Context: an optimization exercise on an open-source flow, tuned for small area, a short achievable clock period and few clock cycles per item. The choices shown serve that exercise and are no tape-out recipe.
Where RTL was checked, it was by simulation tests only, not by an equivalence proof against the original.
Function not checked in run 1: the RTL went through the layout flow alone.
No driver is modelled on the clock port, so clocking that relies on it looks cheaper here than on a real chip.
Power figures rest on the tool's default switching activity, not on a simulated workload.

$ cat config.mk
export PLATFORM = sky130hd
export DESIGN_NAME = sobel_gx_gy
export DESIGN_NICKNAME = sobel_gx_gy
export VERILOG_FILES = /design/flow/design.v
export SDC_FILE = /design/flow/constraint.sdc
export NUM_CORES = 4
export LEC_CHECK = 0
export ABC_AREA = 1
export CAP_MARGIN = 20
export CORE_MARGIN = 2
export CORE_UTILIZATION = 65
export SLEW_MARGIN = 20
$ cat constraint.sdc
create_clock -name core_clock -period 4.2 [get_ports {i_clk}]
set_input_delay 0.8400 -clock core_clock [delete_from_list [all_inputs] [get_ports {i_clk}]]
set_output_delay 0.8400 -clock core_clock [all_outputs]
set_load 0.01 [all_outputs]
$ cat design.v
module sobel_gx_gy#(
    parameter p_data_bits = 8
) (
    input wire i_clk,
    input wire i_rst,
    output wire busy_out,
    input wire valid_in,
    input wire [9*p_data_bits-1:0] data_in,
    output reg valid_out,
    output reg [p_data_bits-1:0] data_out_gx,
    output reg [p_data_bits-1:0] data_out_gy
);
wire [7:0] a00 = data_in[71:64];
wire [7:0] a10 = data_in[63:56];
wire [7:0] a20 = data_in[55:48];
wire [7:0] a01 = data_in[47:40];
wire [7:0] a21 = data_in[31:24];
wire [7:0] a02 = data_in[23:16];
wire [7:0] a12 = data_in[15:8];
wire [7:0] a22 = data_in[7:0];
wire [7:0] n20 = ~a20;
wire [7:0] n21 = ~a21;
wire [7:0] n22 = ~a22;
wire [7:0] n02 = ~a02;
wire [7:0] n12 = ~a12;
assign busy_out = 1'b0;
wire tx0_0__s1 = a00[0] ^ a02[0] ^ n20[0];
wire tx0_0__c2 = (a00[0] & a02[0]) | (a00[0] & n20[0]) | (a02[0] & n20[0]);
wire tx0_1__s3 = a00[1] ^ a02[1] ^ a01[0];
wire tx0_1__c4 = (a00[1] & a02[1]) | (a00[1] & a01[0]) | (a02[1] & a01[0]);
wire tx0_1__s5 = n20[1] ^ n22[1] ^ n21[0];
wire tx0_1__c6 = (n20[1] & n22[1]) | (n20[1] & n21[0]) | (n22[1] & n21[0]);
wire tx0_2__s7 = a00[2] ^ a02[2] ^ a01[1];
wire tx0_2__c8 = (a00[2] & a02[2]) | (a00[2] & a01[1]) | (a02[2] & a01[1]);
wire tx0_2__s9 = n20[2] ^ n22[2] ^ n21[1];
wire tx0_2__c10 = (n20[2] & n22[2]) | (n20[2] & n21[1]) | (n22[2] & n21[1]);
wire tx0_3__s11 = a00[3] ^ a02[3] ^ a01[2];
wire tx0_3__c12 = (a00[3] & a02[3]) | (a00[3] & a01[2]) | (a02[3] & a01[2]);
wire tx0_3__s13 = n20[3] ^ n22[3] ^ n21[2];
wire tx0_3__c14 = (n20[3] & n22[3]) | (n20[3] & n21[2]) | (n22[3] & n21[2]);
wire tx0_4__s15 = a00[4] ^ a02[4] ^ a01[3];
wire tx0_4__c16 = (a00[4] & a02[4]) | (a00[4] & a01[3]) | (a02[4] & a01[3]);
wire tx0_4__s17 = n20[4] ^ n22[4] ^ n21[3];
wire tx0_4__c18 = (n20[4] & n22[4]) | (n20[4] & n21[3]) | (n22[4] & n21[3]);
wire tx0_5__s19 = a00[5] ^ a02[5] ^ a01[4];
wire tx0_5__c20 = (a00[5] & a02[5]) | (a00[5] & a01[4]) | (a02[5] & a01[4]);
wire tx0_5__s21 = n20[5] ^ n22[5] ^ n21[4];
wire tx0_5__c22 = (n20[5] & n22[5]) | (n20[5] & n21[4]) | (n22[5] & n21[4]);
wire tx0_6__s23 = a00[6] ^ a02[6] ^ a01[5];
wire tx0_6__c24 = (a00[6] & a02[6]) | (a00[6] & a01[5]) | (a02[6] & a01[5]);
wire tx0_6__s25 = n20[6] ^ n22[6] ^ n21[5];
wire tx0_6__c26 = (n20[6] & n22[6]) | (n20[6] & n21[5]) | (n22[6] & n21[5]);
wire tx0_7__s27 = a00[7] ^ a02[7] ^ a01[6];
wire tx0_7__c28 = (a00[7] & a02[7]) | (a00[7] & a01[6]) | (a02[7] & a01[6]);
wire tx0_7__s29 = n20[7] ^ n22[7] ^ n21[6];
wire tx0_7__c30 = (n20[7] & n22[7]) | (n20[7] & n21[6]) | (n22[7] & n21[6]);
wire tx1_1__s31 = tx0_0__c2 ^ tx0_1__s3 ^ tx0_1__s5;
wire tx1_1__c32 = (tx0_0__c2 & tx0_1__s3) | (tx0_0__c2 & tx0_1__s5) | (tx0_1__s3 & tx0_1__s5);
wire tx1_2__s33 = tx0_1__c4 ^ tx0_1__c6 ^ tx0_2__s7;
wire tx1_2__c34 = (tx0_1__c4 & tx0_1__c6) | (tx0_1__c4 & tx0_2__s7) | (tx0_1__c6 & tx0_2__s7);
wire tx1_3__s35 = tx0_2__c8 ^ tx0_2__c10 ^ tx0_3__s11;
wire tx1_3__c36 = (tx0_2__c8 & tx0_2__c10) | (tx0_2__c8 & tx0_3__s11) | (tx0_2__c10 & tx0_3__s11);
wire tx1_4__s37 = tx0_3__c12 ^ tx0_3__c14 ^ tx0_4__s15;
wire tx1_4__c38 = (tx0_3__c12 & tx0_3__c14) | (tx0_3__c12 & tx0_4__s15) | (tx0_3__c14 & tx0_4__s15);
wire tx1_5__s39 = tx0_4__c16 ^ tx0_4__c18 ^ tx0_5__s19;
wire tx1_5__c40 = (tx0_4__c16 & tx0_4__c18) | (tx0_4__c16 & tx0_5__s19) | (tx0_4__c18 & tx0_5__s19);
wire tx1_6__s41 = tx0_5__c20 ^ tx0_5__c22 ^ tx0_6__s23;
wire tx1_6__c42 = (tx0_5__c20 & tx0_5__c22) | (tx0_5__c20 & tx0_6__s23) | (tx0_5__c22 & tx0_6__s23);
wire tx1_7__s43 = tx0_6__c24 ^ tx0_6__c26 ^ tx0_7__s27;
wire tx1_7__c44 = (tx0_6__c24 & tx0_6__c26) | (tx0_6__c24 & tx0_7__s27) | (tx0_6__c26 & tx0_7__s27);
wire tx1_8__s45 = tx0_7__c28 ^ tx0_7__c30 ^ a01[7];
wire tx1_8__c46 = (tx0_7__c28 & tx0_7__c30) | (tx0_7__c28 & a01[7]) | (tx0_7__c30 & a01[7]);
wire ux2_s47 = rx_2_0 ^ rx_2_1;
wire ux2_c48 = rx_2_0 & rx_2_1;
wire ux3_s49 = rx_3_0 ^ rx_3_1 ^ rx_3_2;
wire ux3_c50 = (rx_3_0 & rx_3_1) | (rx_3_0 & rx_3_2) | (rx_3_1 & rx_3_2);
wire ux4_s51 = rx_4_0 ^ rx_4_1 ^ rx_4_2;
wire ux4_c52 = (rx_4_0 & rx_4_1) | (rx_4_0 & rx_4_2) | (rx_4_1 & rx_4_2);
wire ux5_s53 = rx_5_0 ^ rx_5_1 ^ rx_5_2;
wire ux5_c54 = (rx_5_0 & rx_5_1) | (rx_5_0 & rx_5_2) | (rx_5_1 & rx_5_2);
wire ux6_s55 = rx_6_0 ^ rx_6_1 ^ rx_6_2;
wire ux6_c56 = (rx_6_0 & rx_6_1) | (rx_6_0 & rx_6_2) | (rx_6_1 & rx_6_2);
wire ux7_s57 = rx_7_0 ^ rx_7_1 ^ rx_7_2;
wire ux7_c58 = (rx_7_0 & rx_7_1) | (rx_7_0 & rx_7_2) | (rx_7_1 & rx_7_2);
wire ux8_s59 = rx_8_0 ^ rx_8_1 ^ rx_8_2;
wire ux8_c60 = (rx_8_0 & rx_8_1) | (rx_8_0 & rx_8_2) | (rx_8_1 & rx_8_2);
wire ty0_0__s61 = a00[0] ^ a20[0] ^ n02[0];
wire ty0_0__c62 = (a00[0] & a20[0]) | (a00[0] & n02[0]) | (a20[0] & n02[0]);
wire ty0_1__s63 = a00[1] ^ a20[1] ^ a10[0];
wire ty0_1__c64 = (a00[1] & a20[1]) | (a00[1] & a10[0]) | (a20[1] & a10[0]);
wire ty0_1__s65 = n02[1] ^ n22[1] ^ n12[0];
wire ty0_1__c66 = (n02[1] & n22[1]) | (n02[1] & n12[0]) | (n22[1] & n12[0]);
wire ty0_2__s67 = a00[2] ^ a20[2] ^ a10[1];
wire ty0_2__c68 = (a00[2] & a20[2]) | (a00[2] & a10[1]) | (a20[2] & a10[1]);
wire ty0_2__s69 = n02[2] ^ n22[2] ^ n12[1];
wire ty0_2__c70 = (n02[2] & n22[2]) | (n02[2] & n12[1]) | (n22[2] & n12[1]);
wire ty0_3__s71 = a00[3] ^ a20[3] ^ a10[2];
wire ty0_3__c72 = (a00[3] & a20[3]) | (a00[3] & a10[2]) | (a20[3] & a10[2]);
wire ty0_3__s73 = n02[3] ^ n22[3] ^ n12[2];
wire ty0_3__c74 = (n02[3] & n22[3]) | (n02[3] & n12[2]) | (n22[3] & n12[2]);
wire ty0_4__s75 = a00[4] ^ a20[4] ^ a10[3];
wire ty0_4__c76 = (a00[4] & a20[4]) | (a00[4] & a10[3]) | (a20[4] & a10[3]);
wire ty0_4__s77 = n02[4] ^ n22[4] ^ n12[3];
wire ty0_4__c78 = (n02[4] & n22[4]) | (n02[4] & n12[3]) | (n22[4] & n12[3]);
wire ty0_5__s79 = a00[5] ^ a20[5] ^ a10[4];
wire ty0_5__c80 = (a00[5] & a20[5]) | (a00[5] & a10[4]) | (a20[5] & a10[4]);
wire ty0_5__s81 = n02[5] ^ n22[5] ^ n12[4];
wire ty0_5__c82 = (n02[5] & n22[5]) | (n02[5] & n12[4]) | (n22[5] & n12[4]);
wire ty0_6__s83 = a00[6] ^ a20[6] ^ a10[5];
wire ty0_6__c84 = (a00[6] & a20[6]) | (a00[6] & a10[5]) | (a20[6] & a10[5]);
wire ty0_6__s85 = n02[6] ^ n22[6] ^ n12[5];
wire ty0_6__c86 = (n02[6] & n22[6]) | (n02[6] & n12[5]) | (n22[6] & n12[5]);
wire ty0_7__s87 = a00[7] ^ a20[7] ^ a10[6];
wire ty0_7__c88 = (a00[7] & a20[7]) | (a00[7] & a10[6]) | (a20[7] & a10[6]);
wire ty0_7__s89 = n02[7] ^ n22[7] ^ n12[6];
wire ty0_7__c90 = (n02[7] & n22[7]) | (n02[7] & n12[6]) | (n22[7] & n12[6]);
wire ty1_1__s91 = ty0_0__c62 ^ ty0_1__s63 ^ ty0_1__s65;
wire ty1_1__c92 = (ty0_0__c62 & ty0_1__s63) | (ty0_0__c62 & ty0_1__s65) | (ty0_1__s63 & ty0_1__s65);
wire ty1_2__s93 = ty0_1__c64 ^ ty0_1__c66 ^ ty0_2__s67;
wire ty1_2__c94 = (ty0_1__c64 & ty0_1__c66) | (ty0_1__c64 & ty0_2__s67) | (ty0_1__c66 & ty0_2__s67);
wire ty1_3__s95 = ty0_2__c68 ^ ty0_2__c70 ^ ty0_3__s71;
wire ty1_3__c96 = (ty0_2__c68 & ty0_2__c70) | (ty0_2__c68 & ty0_3__s71) | (ty0_2__c70 & ty0_3__s71);
wire ty1_4__s97 = ty0_3__c72 ^ ty0_3__c74 ^ ty0_4__s75;
wire ty1_4__c98 = (ty0_3__c72 & ty0_3__c74) | (ty0_3__c72 & ty0_4__s75) | (ty0_3__c74 & ty0_4__s75);
wire ty1_5__s99 = ty0_4__c76 ^ ty0_4__c78 ^ ty0_5__s79;
wire ty1_5__c100 = (ty0_4__c76 & ty0_4__c78) | (ty0_4__c76 & ty0_5__s79) | (ty0_4__c78 & ty0_5__s79);
wire ty1_6__s101 = ty0_5__c80 ^ ty0_5__c82 ^ ty0_6__s83;
wire ty1_6__c102 = (ty0_5__c80 & ty0_5__c82) | (ty0_5__c80 & ty0_6__s83) | (ty0_5__c82 & ty0_6__s83);
wire ty1_7__s103 = ty0_6__c84 ^ ty0_6__c86 ^ ty0_7__s87;
wire ty1_7__c104 = (ty0_6__c84 & ty0_6__c86) | (ty0_6__c84 & ty0_7__s87) | (ty0_6__c86 & ty0_7__s87);
wire ty1_8__s105 = ty0_7__c88 ^ ty0_7__c90 ^ a10[7];
wire ty1_8__c106 = (ty0_7__c88 & ty0_7__c90) | (ty0_7__c88 & a10[7]) | (ty0_7__c90 & a10[7]);
wire uy2_s107 = ry_2_0 ^ ry_2_1;
wire uy2_c108 = ry_2_0 & ry_2_1;
wire uy3_s109 = ry_3_0 ^ ry_3_1 ^ ry_3_2;
wire uy3_c110 = (ry_3_0 & ry_3_1) | (ry_3_0 & ry_3_2) | (ry_3_1 & ry_3_2);
wire uy4_s111 = ry_4_0 ^ ry_4_1 ^ ry_4_2;
wire uy4_c112 = (ry_4_0 & ry_4_1) | (ry_4_0 & ry_4_2) | (ry_4_1 & ry_4_2);
wire uy5_s113 = ry_5_0 ^ ry_5_1 ^ ry_5_2;
wire uy5_c114 = (ry_5_0 & ry_5_1) | (ry_5_0 & ry_5_2) | (ry_5_1 & ry_5_2);
wire uy6_s115 = ry_6_0 ^ ry_6_1 ^ ry_6_2;
wire uy6_c116 = (ry_6_0 & ry_6_1) | (ry_6_0 & ry_6_2) | (ry_6_1 & ry_6_2);
wire uy7_s117 = ry_7_0 ^ ry_7_1 ^ ry_7_2;
wire uy7_c118 = (ry_7_0 & ry_7_1) | (ry_7_0 & ry_7_2) | (ry_7_1 & ry_7_2);
wire uy8_s119 = ry_8_0 ^ ry_8_1 ^ ry_8_2;
wire uy8_c120 = (ry_8_0 & ry_8_1) | (ry_8_0 & ry_8_2) | (ry_8_1 & ry_8_2);
reg valid_r;
reg rx_0_0;
reg rx_0_1;
reg rx_1_0;
reg rx_2_0;
reg rx_2_1;
reg rx_2_2;
reg rx_3_0;
reg rx_3_1;
reg rx_3_2;
reg rx_4_0;
reg rx_4_1;
reg rx_4_2;
reg rx_5_0;
reg rx_5_1;
reg rx_5_2;
reg rx_6_0;
reg rx_6_1;
reg rx_6_2;
reg rx_7_0;
reg rx_7_1;
reg rx_7_2;
reg rx_8_0;
reg rx_8_1;
reg rx_8_2;
reg rx_9_0;
reg ry_0_0;
reg ry_0_1;
reg ry_1_0;
reg ry_2_0;
reg ry_2_1;
reg ry_2_2;
reg ry_3_0;
reg ry_3_1;
reg ry_3_2;
reg ry_4_0;
reg ry_4_1;
reg ry_4_2;
reg ry_5_0;
reg ry_5_1;
reg ry_5_2;
reg ry_6_0;
reg ry_6_1;
reg ry_6_2;
reg ry_7_0;
reg ry_7_1;
reg ry_7_2;
reg ry_8_0;
reg ry_8_1;
reg ry_8_2;
reg ry_9_0;
always @(posedge i_clk) begin
    valid_r <= valid_in & ~i_rst;
    rx_0_0 <= tx0_0__s1;
    rx_0_1 <= n22[0];
    rx_1_0 <= tx1_1__s31;
    rx_2_0 <= tx1_1__c32;
    rx_2_1 <= tx1_2__s33;
    rx_2_2 <= tx0_2__s9;
    rx_3_0 <= tx1_2__c34;
    rx_3_1 <= tx1_3__s35;
    rx_3_2 <= tx0_3__s13;
    rx_4_0 <= tx1_3__c36;
    rx_4_1 <= tx1_4__s37;
    rx_4_2 <= tx0_4__s17;
    rx_5_0 <= tx1_4__c38;
    rx_5_1 <= tx1_5__s39;
    rx_5_2 <= tx0_5__s21;
    rx_6_0 <= tx1_5__c40;
    rx_6_1 <= tx1_6__s41;
    rx_6_2 <= tx0_6__s25;
    rx_7_0 <= tx1_6__c42;
    rx_7_1 <= tx1_7__s43;
    rx_7_2 <= tx0_7__s29;
    rx_8_0 <= tx1_7__c44;
    rx_8_1 <= tx1_8__s45;
    rx_8_2 <= n21[7];
    rx_9_0 <= tx1_8__c46;
    ry_0_0 <= ty0_0__s61;
    ry_0_1 <= n22[0];
    ry_1_0 <= ty1_1__s91;
    ry_2_0 <= ty1_1__c92;
    ry_2_1 <= ty1_2__s93;
    ry_2_2 <= ty0_2__s69;
    ry_3_0 <= ty1_2__c94;
    ry_3_1 <= ty1_3__s95;
    ry_3_2 <= ty0_3__s73;
    ry_4_0 <= ty1_3__c96;
    ry_4_1 <= ty1_4__s97;
    ry_4_2 <= ty0_4__s77;
    ry_5_0 <= ty1_4__c98;
    ry_5_1 <= ty1_5__s99;
    ry_5_2 <= ty0_5__s81;
    ry_6_0 <= ty1_5__c100;
    ry_6_1 <= ty1_6__s101;
    ry_6_2 <= ty0_6__s85;
    ry_7_0 <= ty1_6__c102;
    ry_7_1 <= ty1_7__s103;
    ry_7_2 <= ty0_7__s89;
    ry_8_0 <= ty1_7__c104;
    ry_8_1 <= ty1_8__s105;
    ry_8_2 <= n12[7];
    ry_9_0 <= ty1_8__c106;
end
wire [10:0] fx0 = {1'b0, ux8_c60, ux7_c58, ux6_c56, ux5_c54, ux4_c52, ux3_c50, ux2_c48, ux2_s47, rx_1_0, rx_0_0};
wire [10:0] fx1 = {1'b0, rx_9_0, ux8_s59, ux7_s57, ux6_s55, ux5_s53, ux4_s51, ux3_s49, rx_2_2, 1'b0, rx_0_1};
wire [10:0] sx = fx0 + fx1;
wire [10:0] fy0 = {1'b0, uy8_c120, uy7_c118, uy6_c116, uy5_c114, uy4_c112, uy3_c110, uy2_c108, uy2_s107, ry_1_0, ry_0_0};
wire [10:0] fy1 = {1'b0, ry_9_0, uy8_s119, uy7_s117, uy6_s115, uy5_s113, uy4_s111, uy3_s109, ry_2_2, 1'b0, ry_0_1};
wire [10:0] sy = fy0 + fy1;
always @(posedge i_clk) begin
    valid_out   <= valid_r & ~i_rst;
    data_out_gx <= sx[10:3];
    data_out_gy <= sy[10:3];
end
endmodule
$ cat flow/run.sh
#!/bin/bash
# Standard ORFS layout with two changes:
#  - the port buffers are plain buf_1 cells instead of the resizer's default
#    pick (a 10 um2 delay buffer);
#  - after clock tree synthesis, flow/skew.tcl puts a clock buffer in front of
#    the output registers, so their clock arrives a little later.  This gives
#    the register-to-register paths that end there more time; the input paths
#    are untouched, and the output paths only lose slack.
set -euo pipefail
export BUFFER_PORTS_ARGS="-buffer_cell sky130_fd_sc_hd__buf_1"
# ORFS cts.tcl arguments, plus -dont_use_dummy_load (no dummy clock loads)
export CTS_ARGS="-sink_clustering_enable -repair_clock_nets -dont_use_dummy_load"
R=orfs/results/sky130hd/sobel_gx_gy/base
bash standard.sh cts > orfs_to_cts.log 2>&1
SKEW_IN=$R/4_cts.odb SKEW_OUT=$R/4_cts_skew.odb SKEW_CELL=sky130_fd_sc_hd__clkbuf_4 \
  openroad -no_init -exit flow/skew.tcl > skew.log 2>&1
mv -f $R/4_cts_skew.odb $R/4_cts.odb
bash standard.sh finish > orfs_finish.log 2>&1
$ cat flow/skew.tcl
# Delay the clock of the output registers (data_out_*, valid_out) by putting
# one clock buffer between each leaf clock net and the output registers on it.
# These registers end the pipeline's internal register-to-register paths; the
# later clock gives those paths more time and leaves the input paths alone.
set odb_in  $::env(SKEW_IN)
set odb_out $::env(SKEW_OUT)
set cell    $::env(SKEW_CELL)
read_db $odb_in
set db [ord::get_db]
set block [ord::get_db_block]
set master [$db findMaster $cell]
set groups [dict create]
foreach inst [$block getInsts] {
  set n [$inst getName]
  if {[string match {data_out_g*} $n] || [string match {valid_out*} $n]} {
    set it [$inst findITerm CLK]
    if {$it eq "NULL" || $it eq ""} { continue }
    set net [$it getNet]
    dict lappend groups [$net getName] $it
  }
}
set k 0
dict for {netname iterms} $groups {
  set net [$block findNet $netname]
  set nn [odb::dbNet_create $block "skewnet_$k"]
  $nn setSigType CLOCK
  set buf [odb::dbInst_create $block $master "skewbuf_$k"]
  # place at the centroid of the sinks
  set sx 0; set sy 0
  foreach it $iterms {
    set inst [$it getInst]
    set bb [$inst getBBox]
    set sx [expr {$sx + [$bb xMin]}]; set sy [expr {$sy + [$bb yMin]}]
    $it disconnect
    $it connect $nn
  }
  set cnt [llength $iterms]
  $buf setLocation [expr {$sx / $cnt}] [expr {$sy / $cnt}]
  $buf setPlacementStatus PLACED
  [$buf findITerm A] connect $net
  [$buf findITerm X] connect $nn
  puts "skew: buffer skewbuf_$k on $netname drives $cnt output registers"
  incr k
}
detailed_placement
check_placement
write_db $odb_out
$ cat standard.sh
#!/bin/bash
# synth_recipe.tcl (not shown) runs the flow's synth.tcl, then flattens the netlist and writes it again
# the make line also repeats each setting of config.mk as NAME=value (left out here)
make -C /OpenROAD-flow-scripts/flow DESIGN_CONFIG=/design/flow/config.mk WORK_HOME=/design/flow/orfs CLKGATE_MAP_FILE= SYNTH_SCRIPT=/design/flow/synth_recipe.tcl "${@:-finish}"
==> flow_metrics.tcl, run 1 <==
set metrics [dict create \
    instances_no_fill 563 \
    nFillCells 373 \
    period_needed_ps 1890 \
    area_delta_synth_final_pct 15.2 \
    synth_nets 544 \
    place_congestion 0.869 \
    synth.distinct_cells 20 \
    post-cts-setup-buffers 0 \
    tritoncts "built" \
    hold_start "valid_r$_DFF_P_" \
    antenna_left 0 \
    hold_violations 0 \
    r2r-end "data_out_gx[6]$_DFF_P_" \
    grt_use_met3_pct 7.35 \
    grt_pass1_vias 2600 \
    power_frac_comb_pct 48.5 \
    numCtsBuffers 9 \
    netlist_area_um2 3760 \
    wl_mm 6.53 \
    min_to "valid_out$_DFF_P_" \
    use_met1_pct 27.6 \
    worst_slack_ps 2310 \
    finalSetupTns_ps 0 \
    die_area_um2 6400 \
    maxCapViolCount 0 \
    rr_worst_depth 9 \
    p_sw_share_pct 40.6 \
    report.final.setup_viol 0 \
    p_leak_nw 2.25 \
    rows 27 \
    ir_drop_v 0.000400 \
    yosys_warnings 1 \
    fin_worst_skew_ps 154 \
    vias_per_cell 4.62 \
    postCtsHoldBufs 0 \
    drv_slew 0 \
    post-route-period-util_pct 45.0 \
    regToRegSetupSlack_ps 2390 \
    whs_ps 242 \
    internal-power_mw 1.58 \
    grt_usage_pct 23.6 \
    cellPowerDensity_nw_per_um2 614 \
    arrival_ps 2100 \
    die_y_um 80.0 \
    timing.rr.start "rx_4_0$_DFF_P_" \
    cts.sinks 66 \
    layout_common_cells "inv_1 (117), buf_1 (83), nand2_1 (70)" \
    vias 2602 \
    drc 0 \
    dp_hpwl_mm 5.55 \
    path_clk_slew_ps 80 \
    drtPass1Iterations 4 \
    worst-endpoint-required_ps 4410 \
    power_frac_seq_pct 33.6 \
    grt_max_degree 11 \
    post-place-ws_ps 1960 \
    grt_setup_unrepaired "no" \
    grt_most_used_layer "met2" \
    h-tree-depth 3 \
    core_area_um2 5540 \
    fin_total_pwr_mw 2.66 \
    antenna_found_initial 0 \
    clk_latency_ps 460 \
    wl_per_cell_um 11.6 \
    grt_use_met2_pct 40.1 \
    netSwitchingPower_mw 1.08 \
    dp.cells 547 \
    cts-resized-gates 0 \
    status "no timing/DRC/antenna violations" \
    start_kind "input pin" \
    synth_seq_cells 66 \
    drive_gt1_share_pct 4.48 \
    syn_avg_cell_area_um2 9.56 \
    diodes 0 \
    start_util_pct 67.8 \
    path_class "in2reg" \
    max-clock-path-buffers 2 \
    grt_overflow 0 \
    die_w_um 80.0 \
    max_freq_mhz 529 \
    cp-end-kind "flop" \
    ys_seq_area_share_pct 35.2 \
    power_frac_clock_pct 17.9 \
    crit_fanout 2 \
    cts_root_buffer "clkbuf_8" \
    first_iter_violations 63 \
    port_buffers 83 \
    grt_pass1_wl_mm 11.0 \
    min_path_type "reg2reg" \
    holdPathStages 2 \
    num-nets-final 644 \
    layout_commonest_cell "inv_1" \
    reg.largest.list "data_out_gx (8), data_out_gy (8)" \
    io_pins 93 \
    syn_inst 393 \
]
[worst max path at each step]
| stage | endpoint | from | slack [ps] | cells past startpoint |
|---|---|---|---|---|
| final | ry_1_0$_DFF_P_ | data_in[49] | 2310 | 5 |
| after global routing | ry_1_0$_DFF_P_ | data_in[49] | 2280 | 5 |
| after floorplan | rx_1_0$_DFF_P_ | data_in[17] | 2200 | 4 |
| after detailed placement | ry_1_0$_DFF_P_ | data_in[49] | 1960 | 5 |
| after global placement | ry_1_0$_DFF_P_ | data_in[49] | 2000 | 5 |
| after CTS | data_out_gx[6]$_DFF_P_ | rx_4_0$_DFF_P_ | 2280 | 9 |
[power groups by stage]
| stage | Clock [mW] | Sequential, mW | Combinational (mW) |
|---|---|---|---|
| 3_5_place_dp | 0 | 0.906 | 1.29 |
| 2_1_floorplan | 0 | 0.935 | 0.909 |
| 4_1_cts | 0.398 | 0.894 | 1.29 |
| 5_1_grt | 0.522 | 0.912 | 1.48 |
| 3_3_place_gp | 0 | 0.902 | 1.24 |
| 6_report | 0.476 | 0.893 | 1.29 |
[worst max-delay path, stage by stage]
cell and delay (ps):
buf_1 130, inv_1 80, fa_1 550, inv_1 60, fa_1 440
[synthesized netlist by cell type]
cell / n / area share [%]
and2_1: 1 / 0.17
conb_1: 1 / 0.10
nor3_1: 1 / 0.13
nand3_1: 18 / 2.4
buf_4: 1 / 0.20
ha_1: 18 / 6.0
o21ai_2: 2 / 0.47
inv_1: 117 / 12
xor2_1: 6 / 1.4
fa_1: 58 / 31
nand2_2: 3 / 0.50
nor2_2: 1 / 0.17
nor2_1: 16 / 1.6
o21ai_0: 2 / 0.27
nand2_1: 70 / 7.0
o21a_1: 1 / 0.20
a31oi_1: 1 / 0.17
a21oi_1: 8 / 1.1
o21bai_1: 2 / 0.40
dfxtp_1: 66 / 35
[kinds of logic (layout without fill, tap and decap cells)]
group | Yosys count | in the layout | synth area share, %
XOR/XNOR | 6 | 6 | 1.40
adder cells (fa/ha/maj) | 76 | 76 | 36.9
AND/OR/NAND/NOR | 110 | 110 | 12.0
AO/OA/AOI/OAI | 16 | 16 | 2.57
other | 1 | 1 | 0.0998
flip-flops | 66 | 66 | 35.2
buffers and inverters | 118 | 216 | 11.9
[final cells by class]
class / count / area, µm² / area share, %
multi-input cells: 209 / 1990 / 46.0
flip-flops and latches: 66 / 1320 / 30.5
inverters: 117 / 439 / 10.2
repair buffers: 83 / 312 / 7.20
clock buffers: 9 / 124 / 2.86
well taps: 72 / 90.1 / 2.08
plain buffers: 7 / 52.6 / 1.21
[through the flow]
step                util, %  cell area, µm²
floorplan                 -            3760
global placement       74.9            4150
detailed placement     74.9            4150
CTS                    77.1            4270
global route           78.1            4330
finish                 78.1            4330
[per-layer routing]
metal	vias up	share of wire, %
met2	75	50
met5	-	0
met1	1200	42
li1	1313	-
met4	0	2.2
met3	14	5.6
==> run 2, diff against run 1 <==
--- a/design.v
+++ b/design.v
@@ -84,7 +84,6 @@
 wire ux7_c58 = (rx_7_0 & rx_7_1) | (rx_7_0 & rx_7_2) | (rx_7_1 & rx_7_2);
 wire ux8_s59 = rx_8_0 ^ rx_8_1 ^ rx_8_2;
 wire ux8_c60 = (rx_8_0 & rx_8_1) | (rx_8_0 & rx_8_2) | (rx_8_1 & rx_8_2);
-wire ty0_0__s61 = a00[0] ^ a20[0] ^ n02[0];
 wire ty0_0__c62 = (a00[0] & a20[0]) | (a00[0] & n02[0]) | (a20[0] & n02[0]);
 wire ty0_1__s63 = a00[1] ^ a20[1] ^ a10[0];
 wire ty0_1__c64 = (a00[1] & a20[1]) | (a00[1] & a10[0]) | (a20[1] & a10[0]);
@@ -170,8 +169,6 @@
 reg rx_8_1;
 reg rx_8_2;
 reg rx_9_0;
-reg ry_0_0;
-reg ry_0_1;
 reg ry_1_0;
 reg ry_2_0;
 reg ry_2_1;
@@ -222,8 +219,6 @@
     rx_8_1 <= tx1_8__s45;
     rx_8_2 <= n21[7];
     rx_9_0 <= tx1_8__c46;
-    ry_0_0 <= ty0_0__s61;
-    ry_0_1 <= n22[0];
     ry_1_0 <= ty1_1__s91;
     ry_2_0 <= ty1_1__c92;
     ry_2_1 <= ty1_2__s93;
@@ -251,8 +246,8 @@
 wire [10:0] fx0 = {1'b0, ux8_c60, ux7_c58, ux6_c56, ux5_c54, ux4_c52, ux3_c50, ux2_c48, ux2_s47, rx_1_0, rx_0_0};
 wire [10:0] fx1 = {1'b0, rx_9_0, ux8_s59, ux7_s57, ux6_s55, ux5_s53, ux4_s51, ux3_s49, rx_2_2, 1'b0, rx_0_1};
 wire [10:0] sx = fx0 + fx1;
-wire [10:0] fy0 = {1'b0, uy8_c120, uy7_c118, uy6_c116, uy5_c114, uy4_c112, uy3_c110, uy2_c108, uy2_s107, ry_1_0, ry_0_0};
-wire [10:0] fy1 = {1'b0, ry_9_0, uy8_s119, uy7_s117, uy6_s115, uy5_s113, uy4_s111, uy3_s109, ry_2_2, 1'b0, ry_0_1};
+wire [10:0] fy0 = {1'b0, uy8_c120, uy7_c118, uy6_c116, uy5_c114, uy4_c112, uy3_c110, uy2_c108, uy2_s107, ry_1_0, rx_0_0};
+wire [10:0] fy1 = {1'b0, ry_9_0, uy8_s119, uy7_s117, uy6_s115, uy5_s113, uy4_s111, uy3_s109, ry_2_2, 1'b0, rx_0_1};
 wire [10:0] sy = fy0 + fy1;
 always @(posedge i_clk) begin
     valid_out   <= valid_r & ~i_rst;
--- a/flow/run.sh
+++ b/flow/run.sh
@@ -1,5 +1,10 @@
 #!/bin/bash
-# Standard ORFS layout with two changes:
+# Standard ORFS layout with these changes:
+#  - Yosys's synth runs with -noabc, so its generic ABC pass does not
+#    restructure the written-out carry-save adders before extract_fa maps them
+#    to full-adder cells (the registers and the final ABC mapping are as in
+#    the standard synthesis);
+#  - clock tree synthesis adds no dummy loads;
 #  - the port buffers are plain buf_1 cells instead of the resizer's default
 #    pick (a 10 um2 delay buffer);
 #  - after clock tree synthesis, flow/skew.tcl puts a clock buffer in front of
@@ -8,6 +13,7 @@
 #    are untouched, and the output paths only lose slack.
 set -euo pipefail
 export BUFFER_PORTS_ARGS="-buffer_cell sky130_fd_sc_hd__buf_1"
+export SYNTH_ARGS="-noabc"
 # ORFS cts.tcl arguments, plus -dont_use_dummy_load (no dummy clock loads)
 export CTS_ARGS="-sink_clustering_enable -repair_clock_nets -dont_use_dummy_load"
 R=orfs/results/sky130hd/sobel_gx_gy/base
--- a/config.mk
+++ b/config.mk
@@ -9,4 +9,5 @@
 export CAP_MARGIN = 20
 export CORE_MARGIN = 2
 export CORE_UTILIZATION = 65
+export SETUP_SLACK_MARGIN = 2.45
 export SLEW_MARGIN = 20
==> run 2 against run 1 <==
Net effect: utilization rose by 9.8 points; first-iteration DRC count rose by 90%; final cell count shrank 9.1%; worst hold slack improved by 28 ps; clock power down 3%; sequential power rose by 2%; combinational power is 44% higher; synthesized cell count down 13%; non-clock buffer count increased by 2; sequential share of layout area shrank 1.4 points; clock skew fell by 5.5 ps; die area decreased by 4.8%.
==> flow_metrics.tcl, run 2 <==
set metrics [dict create \
    diodes 0 \
    dp_hpwl_mm 5.20 \
    dpl-instance-area_um2 4030 \
    wl_per_cell_um 14.7 \
    period_needed_ps 1800 \
    maxCapViolCount 0 \
    syn_inst 342 \
    io_pins 93 \
    start_kind "input pin" \
    drv_slew 0 \
    synth_seq_cells 66 \
    drive_gt1_share_pct 29.9 \
    numCtsBuffers 9 \
    clk_latency_ps 470 \
    dp.cells 494 \
    status "no timing/DRC/antenna violations" \
    finalSetupTns_ps 0 \
    rr_worst_depth 9 \
    wl_met3_um 412 \
    synth_top_cell_area_share_pct 37.1 \
    yosysTopAreaCell "dfxtp_1" \
    core_area_um2 5200 \
    grt_pass1_vias 2767 \
    drt-met1-wl_mm 2.91 \
    post-route-period-util_pct 42.8 \
    path_clk_slew_ps 70 \
    first_iter_violations 120 \
    cp-end-kind "flop" \
    cts.sinks 66 \
    ys_seq_area_share_pct 37.1 \
    wl_mm 7.54 \
    die_w_um 78.1 \
    ir_drop_v 0.000397 \
    grt_setup_unrepaired "yes" \
    crit_fanout 2 \
    synth_commonest_cells "nand2_1 (73), dfxtp_1 (66), inv_1 (65), fa_1 (58)" \
    report.final.setup_viol 0 \
    place_congestion 0.857 \
    max-clock-path-buffers 2 \
    antenna_found_initial 0 \
    grt_overflow 0 \
    worst-endpoint-required_ps 4400 \
    holdPathStages 2 \
    fin_util_pct 87.9 \
    port_buffers 83 \
    h-tree-depth 3 \
    area_delta_synth_final_pct 28.4 \
    drtPass1Iterations 4 \
    nFillCells 259 \
    whs_ps 270 \
    fin_worst_skew_ps 148 \
    arrival_ps 1990 \
    regToRegSetupSlack_ps 2460 \
    synth_edf_count 0 \
    instances_no_fill 512 \
    yosys-top-cells-area "dfxtp_1 (37%), fa_1 (33%), nand2_1 (7.7%)" \
    synthFlopType "dfxtp_1" \
    async_flop_share_pct 0 \
    grt_usage_pct 26.6 \
    drc 0 \
    postCtsHoldBufs 0 \
    layout_common_cells "inv_1 (62), nand2_1 (60), dfxtp_1 (57)" \
    post-place-ws_ps 2060 \
    die_y_um 78.1 \
    start_util_pct 68.5 \
    synth_nets 493 \
    rows 26 \
    cellPowerDensity_nw_per_um2 706 \
    max_freq_mhz 556 \
    syn_avg_cell_area_um2 10.4 \
    path_class "in2reg" \
    vias 2538 \
    num-nets-final 595 \
    tritoncts "built" \
    fin_total_pwr_mw 3.23 \
    vias_per_cell 4.96 \
    p_leak_nw 2.09 \
    layout_commonest_cell "inv_1" \
    netlist_area_um2 3560 \
    synth.most_common_cell "nand2_1" \
    worst_slack_ps 2400 \
    antenna_left 0 \
    synth.distinct_cells 18 \
    multi_input_area_um2 2320 \
    grt_pass1_wl_mm 12.2 \
    seq_area_um2 1330 \
    yosys_warnings 1 \
    reg.largest.list "data_out_gx (8), data_out_gy (8)" \
    hold_violations 0 \
    min_path_type "reg2reg" \
    grt_max_degree 12 \
    wl_met2_mm 4.10 \
    design_area_um2 4580 \
    die_area_um2 6090 \
    cts_root_buffer "clkbuf_8" \
    top_layer "met4" \
]
[run 2: path summary, 6_finish.rpt]
check / endpoint / start
max: rx_1_0$_DFF_P_ / data_in[49]
min: valid_out$_DFF_P_ / valid_r$_DFF_P_
max reg2reg: data_out_gx[6]$_DFF_P_ / rx_4_0$_DFF_P_
min reg2reg: valid_out$_DFF_P_ / valid_r$_DFF_P_
[run 2: what timing repair did]
| action | 4_1_cts | 5_1_grt |
|---|---|---|
| setup endpoints to repair | 23 | 34 |
| gates resized for setup | 45 | 65 |
| setup buffers | 2 | 2 |
| pin swaps | 37 | 19 |
| hold endpoints to repair | 0 | 0 |
[run 2: kinds of logic after synthesis]
family / after synthesis / synth area share, %
and+or+nand+nor: 111 / 12.8
adders and majority gates: 76 / 38.9
buffers and inverters: 66 / 7.06
DFF: 66 / 37.1
AOI/OAI and AO/OA: 16 / 2.60
xor gates and xnor gates: 6 / 1.47
other: 1 / 0.105
[run 2: routing by layer]
metal	vias to the layer above	track usage, %
li1	1219	-
met1	1202	30.0
met2	99	49.1
met3	18	6.44
met4	0	9.65
met5	-	0
[run 2: critical path, cell delays in order]
cell	delay [ps]
buf_8	100
fa_1	550
inv_2	40
fa_1	450
[run 2: layout make-up]
type,count,area share [%]
Clock buffer,9,2.71
Inverter,65,5.33
Timing Repair Buffer,87,9.51
Buffer,5,0.820
Multi-Input combinational cell,210,50.6
Tap cell,70,1.91
Sequential cell,66,29.1
[run 2: power breakdown]
group / internal (mW) / leakage, nW / switching, mW
clock: 0.243 / 0.0877 / 0.220
sequential: 0.827 / 0.557 / 0.0824
combinational: 0.839 / 1.45 / 1.02
Testbench counts of run 2, summed over its fixed seeds: cycles 3,216, items 3,200.
==> run 3, diff against run 2 <==
--- a/config.mk
+++ b/config.mk
@@ -9,5 +9,5 @@
 export CAP_MARGIN = 20
 export CORE_MARGIN = 2
 export CORE_UTILIZATION = 65
-export SETUP_SLACK_MARGIN = 2.45
+export SETUP_SLACK_MARGIN = 2.6
 export SLEW_MARGIN = 20
==> run 3 against run 2 <==
Net effect: still clean; sequential share of layout area down 2.2 points; critical path depth up 5; flip-flop and latch count unchanged; global-route usage up 6.9 points; sequential power about the same; maximum frequency down 3.2%; final area up 8.3%; clock power up 11%; final cell count up 1.2%; count of clock-buffer cells in the layout unchanged; critical path type is now reg2reg; critical endpoint is now data_out_gx[6]$_DFF_P_; largest power group unchanged.
==> flow_metrics.tcl, run 3 <==
set metrics [dict create \
    max_freq_mhz 538 \
    clk_latency_ps 470 \
    synth.most_common_cell "nand2_1" \
    finalSetupTns_ps 0 \
    grt_max_degree 12 \
    max-clock-path-buffers 2 \
    arrival_ps 2190 \
    hold_start "valid_r$_DFF_P_" \
    holdPathStages 2 \
    vias_per_cell 5.86 \
    min_path_type "reg2reg" \
    grt_overflow 0 \
    antenna_left 0 \
    ir_drop_v 0.000536 \
    rr_worst_depth 9 \
    fin_worst_skew_ps 155 \
    grt_pass1_wl_mm 14.7 \
    synth_top_cell_area_share_pct 37.1 \
    first_iter_violations 208 \
    vias 3035 \
    timing.rr.start "rx_3_0$_DFF_P_" \
    io_pins 93 \
    dp_hpwl_mm 6.04 \
    fin_util_pct 95.2 \
    cts_root_buffer "clkbuf_8" \
    drtPass1Iterations 5 \
    numCtsBuffers 9 \
    async_flop_share_pct 0 \
    grt_setup_unrepaired "yes" \
    cellPowerDensity_nw_per_um2 760 \
    core_area_um2 5200 \
    synth_nets 493 \
    tritoncts "built" \
    period_needed_ps 1860 \
    syn_avg_cell_area_um2 10.4 \
    drv_slew 0 \
    cts.sinks 66 \
    antenna_found_initial 0 \
    num-nets-final 601 \
    rows 26 \
    grt_pass1_vias 3089 \
    netlist_area_um2 3560 \
    grt_usage_pct 33.6 \
    worst-endpoint-required_ps 4530 \
    synth_edf_count 0 \
    min_to "valid_out$_DFF_P_" \
    place_congestion 0.845 \
    synth.distinct_cells 18 \
    start_kind "flop" \
    port_buffers 83 \
    path_class "reg2reg" \
    cp-end-kind "flop" \
    wl_per_cell_um 23.3 \
    report.final.setup_viol 0 \
    die_y_um 78.1 \
    layout_commonest_cell "dfxtp_1" \
    maxCapViolCount 0 \
    wl_mm 12.1 \
    status "no timing/DRC/antenna violations" \
    post-route-period-util_pct 44.2 \
    regToRegSetupSlack_ps 2340 \
    yosys-top-cells-area "dfxtp_1 (37%), fa_1 (33%), nand2_1 (7.7%)" \
    diodes 0 \
    die_area_um2 6090 \
    synth_commonest_cells "nand2_1 (73), dfxtp_1 (66), inv_1 (65), fa_1 (58)" \
    synth_seq_cells 66 \
    synthFlopType "dfxtp_1" \
    drive_gt1_share_pct 44.4 \
    r2r-end "data_out_gx[6]$_DFF_P_" \
    crit_fanout 5 \
    syn_inst 342 \
    h-tree-depth 3 \
    hold_violations 0 \
    p_leak_nw 2.24 \
    start_util_pct 68.5 \
    path_clk_slew_ps 60 \
    ys_seq_area_share_pct 37.1 \
    yosysTopAreaCell "dfxtp_1" \
    drc 0 \
    die_w_um 78.1 \
    reg.largest.list "data_out_gx (8), data_out_gy (8)" \
    yosys_warnings 1 \
    layout_common_cells "dfxtp_1 (55), inv_1 (52), nand2_1 (46)" \
    area_delta_synth_final_pct 39.1 \
]
-- run 3: how the worst max path moves through the flow --
stage,startpoint,to,slack (ps)
5_1_grt,rx_3_0$_DFF_P_,data_out_gx[6]$_DFF_P_,2320
4_1_cts,rx_3_2$_DFF_P_,data_out_gx[7]$_DFF_P_,2430
3_5_place_dp,data_in[52],ry_4_1$_DFF_P_,2060
6_report,rx_3_0$_DFF_P_,data_out_gx[6]$_DFF_P_,2340
3_3_place_gp,data_in[23],rx_7_1$_DFF_P_,2070
2_1_floorplan,data_in[1],rx_1_0$_DFF_P_,2260
-- run 3: timing repair --
| item | 4_1_cts | 5_1_grt |
|---|---|---|
| endpoints found under the setup margin | 58 | 51 |
| hold buffers | 0 | 0 |
| buffers inserted | 4 | 3 |
| pin swaps | 40 | 56 |
| resized for setup | 109 | 85 |
-- run 3: per-layer routing --
layer / track usage, % / wire length, µm
met5: 0 / 0
met4: 21.4 / 1070
met3: 7.93 / 1090
met2: 62.4 / 6150
met1: 33.2 / 3780
-- run 3: cells by family after synthesis --
logic type                 Yosys count  share of synthesized area [%]
adders and majority gates           76                           38.9
DFF                                 66                           37.1
buffers and inverters               66                           7.06
xor gates and xnor gates             6                           1.47
and+or+nand+nor                    111                           12.8
AOI/OAI and AO/OA                   16                           2.60
other                                1                          0.105
-- run 3: worst max-delay path: stages (launching register included) --
cell	delay, ps
dfxtp_2	320
fa_1	550
ha_4	370
nand2_4	80
nor2_2	140
nor2_2	70
nand2_2	90
nand2_1	70
nand3_1	80
nand2_1	70
-- run 3: area by class of cell --
cell class	instances	area [µm²]
Buffer	8	60.1
Sequential cell	66	1340
Clock buffer	9	124
Timing Repair Buffer	90	646
Inverter	65	244
Tap cell	70	87.6
Fill cell	133	248
Multi-Input combinational cell	210	2460
-- run 3: report_power, final --
part	leakage (nW)	total, mW	internal, mW	switching (mW)
registers	0.557	0.908	0.826	0.0820
logic	1.58	2.35	1.00	1.35
clock network	0.102	0.512	0.274	0.237
total	2.24	3.77	2.10	1.67
-- run 3: metrics by stage --
stage                     power [mW]  hold WS [ps]  cell area (µm²)  std cells  setup WS [ps]
after floorplan                 2.09           388             3820        342           2260
after global placement          2.41           394             4220        494           2070
after detailed placement        2.48           400             4220        494           2060
after CTS                       3.08           410             4640        507           2430
after global routing            3.93           301             4960        518           2320
final                           3.77           281             4960        518           2340
==> run 4, diff against run 3 <==
--- a/config.mk
+++ b/config.mk
@@ -9,5 +9,4 @@
 export CAP_MARGIN = 20
 export CORE_MARGIN = 2
 export CORE_UTILIZATION = 65
-export SETUP_SLACK_MARGIN = 2.6
 export SLEW_MARGIN = 20
==> run 4 against run 3 <==
Net effect: still clean; register-to-register slack gained 97 ps; global-route usage fell by 10 points; sequential share of layout area up 5.0 points; wire length shrank 50%; die area is the same; final cell count decreased by 1.5%; count of clock-buffer cells in the layout unchanged; largest power group unchanged.
==> flow_metrics.tcl, run 4 <==
set metrics [dict create \
    cp_slowest_cell "fa_1" \
    dp_hpwl_mm 5.18 \
    path_clk_slew_ps 50 \
    grt_max_degree 12 \
    io_pins 93 \
    drv_slew 0 \
    grt_pass1_wl_mm 11.0 \
    fin_worst_skew_ps 151 \
    yosysTopAreaCell "dfxtp_1" \
    grt_usage_pct 23.5 \
    p_leak_nw 1.98 \
    cp-end-kind "flop" \
    cts_root_buffer "clkbuf_8" \
    tritoncts "built" \
    clk_latency_ps 460 \
    dp.cells 494 \
    worstPathCellList "buf_1 > fa_1 > inv_1 > fa_1" \
    die_w_um 78.1 \
    synth.most_common_cell "nand2_1" \
    crit_fanout 2 \
    hold_violations 0 \
    arrival_ps 1980 \
    cellPowerDensity_nw_per_um2 633 \
    synth_nets 493 \
    post-route-period-util_pct 42.7 \
    post-cts-setup-buffers 0 \
    rows 26 \
    netlist_area_um2 3560 \
    drc 0 \
    cts-resized-gates 0 \
    antenna_left 0 \
    ir_drop_v 0.000492 \
    core_area_um2 5200 \
    numCtsBuffers 9 \
    max_freq_mhz 557 \
    finalSetupTns_ps 0 \
    syn_inst 342 \
    drive_gt1_share_pct 5.23 \
    synthFlopType "dfxtp_1" \
    reg.largest.list "data_out_gx (8), data_out_gy (8)" \
    async_flop_share_pct 0 \
    drtPass1Iterations 6 \
    instances_no_fill 510 \
    num-nets-final 593 \
    report.final.setup_viol 0 \
    cts.sinks 66 \
    ys_seq_area_share_pct 37.1 \
    yosys_warnings 1 \
    h-tree-depth 3 \
    path_class "in2reg" \
    postCtsHoldBufs 0 \
    grt_pass1_vias 2627 \
    slowest_delay_ps 540 \
    place_congestion 0.821 \
    yosys-top-cells-area "dfxtp_1 (37%), fa_1 (33%), nand2_1 (7.7%)" \
    synth_seq_cells 66 \
    synth_commonest_cells "nand2_1 (73), dfxtp_1 (66), inv_1 (65), fa_1 (58)" \
    start_kind "input pin" \
    wl_mm 6.10 \
    worst-endpoint-required_ps 4390 \
    vias 2393 \
    layout_commonest_cell "buf_1" \
    period_needed_ps 1800 \
    synth_edf_count 0 \
    min_path_type "reg2reg" \
    diodes 0 \
    die_y_um 78.1 \
    layout_common_cells "buf_1 (83), nand2_1 (73), dfxtp_1 (66)" \
    synth.distinct_cells 18 \
    maxCapViolCount 0 \
    die_area_um2 6090 \
    syn_avg_cell_area_um2 10.4 \
    wl_per_cell_um 12.0 \
    antenna_found_initial 0 \
    critPathMostFrequentCell "fa_1" \
    grt_setup_unrepaired "no" \
    vias_per_cell 4.69 \
    max-clock-path-buffers 2 \
    status "no timing/DRC/antenna violations" \
    first_iter_violations 95 \
    grt_overflow 0 \
    port_buffers 83 \
    synth_top_cell_area_share_pct 37.1 \
    start_util_pct 68.5 \
    area_delta_synth_final_pct 15.9 \
    nFillCells 360 \
]
-- run 4: cell counts after synthesis --
Identical to the previous run, type by type.
-- run 4: final timing paths --
| check | startpoint | to | slack (ps) | depth (start not counted) |
|---|---|---|---|---|
| max reg2reg | rx_4_0$_DFF_P_ | data_out_gx[6]$_DFF_P_ | 2440 | 9 |
| min | valid_r$_DFF_P_ | valid_out$_DFF_P_ | 280 | 2 |
| min reg2reg | valid_r$_DFF_P_ | valid_out$_DFF_P_ | 280 | 2 |
| max | data_in[17] | ry_1_0$_DFF_P_ | 2400 | 4 |
-- run 4: per-stage QoR --
| stage | hold slack [ps] | worst slack (ps) | power [mW] | utilization, % | area, µm² |
|---|---|---|---|---|---|
| 2_1_floorplan | 388 | 2260 | 1.84 | - | 3560 |
| 3_3_place_gp | 392 | 2070 | 2.12 | 76.0 | 3960 |
| 3_5_place_dp | 410 | 2080 | 2.16 | 76.0 | 3960 |
| 4_1_cts | 420 | 2300 | 2.55 | 78.4 | 4080 |
| 5_1_grt | 322 | 2320 | 2.91 | 79.4 | 4130 |
| 6_report | 284 | 2400 | 2.62 | 79.4 | 4130 |
-- run 4: power by group --
group	switching [mW]	internal [mW]	total (mW)
sequential	0.0657	0.820	0.886
clock	0.210	0.263	0.474
combinational	0.761	0.498	1.26
-- run 4: final cells by class --
class	count	area, µm²	area share (%)
Inverter	65	244	5.90
Multi-Input combinational cell	210	1990	48.2
Sequential cell	66	1320	32.0
Clock buffer	9	124	3.00
Timing Repair Buffer	83	312	7.54
Buffer	7	52.6	1.27
Tap cell	70	87.6	2.12
-- run 4: cells by family after synthesis --
kind of cell	share of synthesized area [%]
adder cells (fa/ha/maj)	38.9
AO/OA/AOI/OAI	2.60
XOR/XNOR	1.47
buffers and inverters	7.06
other	0.105
AND/OR/NAND/NOR	12.8
flip-flops	37.1
-- run 4: routing by layer --
| layer | vias to the layer above | share of wire, % | global-route usage, % |
|---|---|---|---|
| met3 | 10 | 6.7 | 6.55 |
| met4 | 0 | 1.3 | 4.56 |
| met2 | 87 | 49 | 42.0 |
| li1 | 1215 | - | - |
| met5 | - | 0 | 0 |
| met1 | 1081 | 43 | 29.0 |
-- run 4: critical path: cells and delay by family --
| family | cells | cell delay, ps |
|---|---|---|
| adders and majority gates | 2 | 980 |
| buffers and inverters | 2 | 170 |

[separate check: timing with driven ports]
In the flow no input, the clock included, has a driving cell. The finished layouts below were timed again as built, in two steps.
Step 1 sets driving cells, clkbuf_16 on the clock port and buf_2 on the other inputs (assumed; they add their load-dependent delay and slew).
Step 2 moves the port delays by t, midway between the first and last clock arrival at a register: inputs arrive t later, outputs are due t later. That takes back most of the time a late clock gives input paths.
Slacks: no drivers / after step 1 / after step 2; pairs: no drivers / after step 1.
run | t, ns | slack for setup (ns) | slew at the worst register clock pin (ns)
run 1 | 0.413 | 2.310 / 2.319 / 1.905 | 0.08 / 0.08
run 2 | 0.412 | 2.402 / 2.392 / 1.980 | 0.07 / 0.07
run 3 | 0.423 | 2.343 / 2.343 / 1.957 | 0.08 / 0.08
run 4 | 0.405 | 2.405 / 2.407 / 2.001 | 0.07 / 0.07
After both steps setup and hold are still met in every run listed. For run 2, which loses most, drivers alone change the setup slack by -0.010 ns; drivers and shift together by -0.422 ns.
